This design comes from an exercise in tuning for small area and a short achievable clock period on the open sky130 flow, not from production work. RTL that was checked went through simulation tests only; none was proved equivalent to the original.

==> inputs of trial 18 <==
Design montgomery_kyber, start of the top module:
module montgomery_kyber(clk, a, b, out);
input clk;
input [11:0] a, b;
output [11:0] out;
wire n0;
k_nand2 un0 (.a(a[0]), .b(b[0]), .y(n0));
wire n1;
k_nand2 un1 (.a(a[0]), .b(b[1]), .y(n1));
wire n2;
k_nand2 un2 (.a(a[0]), .b(b[2]), .y(n2));
wire n3;
k_nand2 un3 (.a(a[0]), .b(b[3]), .y(n3));
wire n4;
k_nand2 un4 (.a(a[0]), .b(b[4]), .y(n4));
wire n5;
k_nand2 un5 (.a(a[0]), .b(b[5]), .y(n5));
wire n6;
k_nand2 un6 (.a(a[0]), .b(b[6]), .y(n6));
wire n7;
k_nand2 un7 (.a(a[0]), .b(b[7]), .y(n7));
wire n8;
k_nand2 un8 (.a(a[0]), .b(b[8]), .y(n8));
wire n9;
k_nand2 un9 (.a(a[0]), .b(b[9]), .y(n9));
wire n10;
k_nand2 un10 (.a(a[0]), .b(b[10]), .y(n10));
wire n11;
k_nand2 un11 (.a(a[0]), .b(b[11]), .y(n11));
wire n12;
k_nand2 un12 (.a(a[1]), .b(b[0]), .y(n12));
wire n13;
k_nand2 un13 (.a(a[1]), .b(b[1]), .y(n13));
wire n14;
k_nand2 un14 (.a(a[1]), .b(b[2]), .y(n14));
wire n15;
k_nand2 un15 (.a(a[1]), .b(b[3]), .y(n15));
wire n16;
k_nand2 un16 (.a(a[1]), .b(b[4]), .y(n16));
wire n17;
k_nand2 un17 (.a(a[1]), .b(b[5]), .y(n17));
wire n18;
k_nand2 un18 (.a(a[1]), .b(b[6]), .y(n18));
wire n19;
k_nand2 un19 (.a(a[1]), .b(b[7]), .y(n19));
wire n20;
k_nand2 un20 (.a(a[1]), .b(b[8]), .y(n20));
wire n21;
k_nand2 un21 (.a(a[1]), .b(b[9]), .y(n21));
wire n22;
k_nand2 un22 (.a(a[1]), .b(b[10]), .y(n22));
wire n23;
k_nand2 un23 (.a(a[1]), .b(b[11]), .y(n23));
wire n24;
k_nand2 un24 (.a(a[2]), .b(b[0]), .y(n24));
wire n25;
k_nand2 un25 (.a(a[2]), .b(b[1]), .y(n25));
wire n26;
k_nand2 un26 (.a(a[2]), .b(b[2]), .y(n26));
wire n27;
k_nand2 un27 (.a(a[2]), .b(b[3]), .y(n27));
wire n28;
k_nand2 un28 (.a(a[2]), .b(b[4]), .y(n28));
wire n29;
k_nand2 un29 (.a(a[2]), .b(b[5]), .y(n29));
wire n30;
k_nand2 un30 (.a(a[2]), .b(b[6]), .y(n30));
wire n31;
k_nand2 un31 (.a(a[2]), .b(b[7]), .y(n31));
wire n32;
k_nand2 un32 (.a(a[2]), .b(b[8]), .y(n32));
wire n33;
k_nand2 un33 (.a(a[2]), .b(b[9]), .y(n33));
wire n34;
k_nand2 un34 (.a(a[2]), .b(b[10]), .y(n34));
wire n35;
k_nand2 un35 (.a(a[2]), .b(b[11]), .y(n35));
wire n36;
k_nand2 un36 (.a(a[3]), .b(b[0]), .y(n36));
wire n37;
k_nand2 un37 (.a(a[3]), .b(b[1]), .y(n37));
wire n38;
k_nand2 un38 (.a(a[3]), .b(b[2]), .y(n38));
wire n39;
  ...
clock: 12.0 ns
lec_check: 0
cap_margin: 20
core_margin: 2
core_utilization: 40
setup_slack_margin: 5
slew_margin: 20
synth_hierarchical: 1
synth_minimum_keep_size: 0
standard.sh (not shown) runs the stock make flow with config.mk's settings and CLKGATE_MAP_FILE= SYNTH_SCRIPT=/design/flow/synth_recipe.tcl, a recipe that flattens the netlist after the stock synthesis.
==> flow/flow/run.sh <==
#!/bin/bash
set -euo pipefail
MARGIN=${MARGIN:-5.5}
BUF=${BUF:-sky130_fd_sc_hd__buf_2}
bash standard.sh "SETUP_SLACK_MARGIN=$MARGIN" \
  "BUFFER_PORTS_ARGS=-buffer_cell $BUF" finish > flow_make.log 2>&1
==> inputs of build 28, as changes to trial 18 <==
==> flow/flow/run.sh (replaced) <==
#!/bin/bash
set -euo pipefail
MARGIN=${MARGIN:-5.5}
bash standard.sh "SETUP_SLACK_MARGIN=$MARGIN" \
  "BUFFER_PORTS_ARGS=-buffer_cell sky130_fd_sc_hd__buf_1" finish > flow_make.log 2>&1
Settings changed: CORE_UTILIZATION 40 to 60, PLACE_DENSITY from default to 0.75.
==> summary.txt <==
|  | build 28 | trial 18 |
|---|---|---|
| Number of rows in the core area | 37 | 45 |
| Register fraction of the total cell area | 7.192% | 7.050% |
| Met3 layer wire length in the routed design | 836 µm | 521 µm |
| Non-clock buffers, area share | 2.447% | 2.937% |
| Pre-CTS setup slack | 5024 ps | 5293 ps |
| Detailed-route wire length per cell | 15.12 µm | 14.08 µm |
| Maximum single-stage delay on the critical path | 570 ps | 580 ps |
| Vias per std cell | 5.466 | 4.971 |
| Outcome | finished clean | finished clean |
| Detailed Place HPWL | 11240 µm | 11050 µm |
| Clock-cell share | 1.065% | 1.303% |
| Proportion of layout cells with a drive suffix above 1 | 11.10% | 13.53% |
| Achievable frequency | 0.1592 GHz | 0.1591 GHz |
| Number of gates given a new drive strength after cts | 16 | 2 |
| Final design instance area without fill | 6698 µm² | 6815 µm² |
| GRT met3 Usage | 2.820% | 1.247% |
| Initial core utilization | 61.23% | 41.02% |
| Area after DPL | 6549 µm² | 6659 µm² |

========
==> job 7609: inputs <==
Another version of the RTL of montgomery_kyber (not shown whole).
Settings: LEC_CHECK=0, CAP_MARGIN=20, CORE_MARGIN=2, CORE_UTILIZATION=40, SETUP_SLACK_MARGIN=5, SLEW_MARGIN=20, SYNTH_HIERARCHICAL=1, SYNTH_MINIMUM_KEEP_SIZE=0; clock period 12.0 ns.
run.sh (not shown) runs the stock make flow with config.mk's settings and CLKGATE_MAP_FILE= SYNTH_SCRIPT=/design/flow/synth_recipe.tcl, a recipe that flattens the netlist after the stock synthesis.
Stock flow here: none of the scripts above is used.
==> job 9894: changes against job 7609 <==
Settings changed: CORE_UTILIZATION 40 to 65.
==> flow_summary.json <==
{
  "outcome": "timing/DRC/antenna clean",
  "fill_cells": 1465,
  "worstPathArrival_ns": 6.91,
  "fp-row-count": 45,
  "post-place-ws_ns": 4.55,
  "fmax_mhz": 148,
  "final_cell_area_mm2": 0.00691,
  "dp_cells": 919
}
(the above is from job 7609)
==> flow_summary.json <==
{
  "outcome": "timing/DRC/antenna clean",
  "dp_cells": 861,
  "clk_pin_slew_worst_paths_ns": 0.08,
  "htreeDepth": 1,
  "worstPathArrival_ns": 6.96,
  "fill_cells": 732,
  "critPathLaunch": "a[5]",
  "fp-row-count": 35,
  "post-place-ws_ns": 4.55,
  "grt_pass1_wl_um": 21900,
  "nonClkBufAreaFrac_pct": 5.50,
  "final_cell_area_mm2": 0.00680
}
(the above is from job 9894)
No run of this note included a check of the RTL's function; only the layout flow was run.

[separate check: timing with driven ports]
In the flow no input, the clock included, has a driving cell. The finished layouts below were timed again as built, in two steps.
Step 1: set_driving_cell puts a clkbuf_16 on clk and a buf_2 on each other input, an assumption about the parent block.
Step 2 also shifts input and output timing later by t, the mid clock arrival at the registers, as if the neighbouring blocks saw the same clock.
Three values: ideal ports, drivers, drivers and shift; two values: the first two.
run | t, ns | slack for setup (ns) | worst setup path at the end | worst register clock-pin slew, ns | pins driven straight from the clock port
trial 18 | 0.285 | 5.714 / 5.688 / 5.444 | input to register | 0.06 / 0.06 | 1
build 28 | 0.288 | 5.719 / 5.724 / 5.436 | input to register | 0.08 / 0.08 | 1
job 7609 | 0.285 | 5.233 / 5.242 / 4.957 | input to register | 0.06 / 0.06 | 1
job 9894 | 0.284 | 5.177 / 5.182 / 4.898 | input to register | 0.08 / 0.08 | 1
After both steps every run listed still meets setup and hold. For build 28, which loses most, drivers alone change the setup slack by +0.005 ns; drivers and shift together by -0.283 ns.
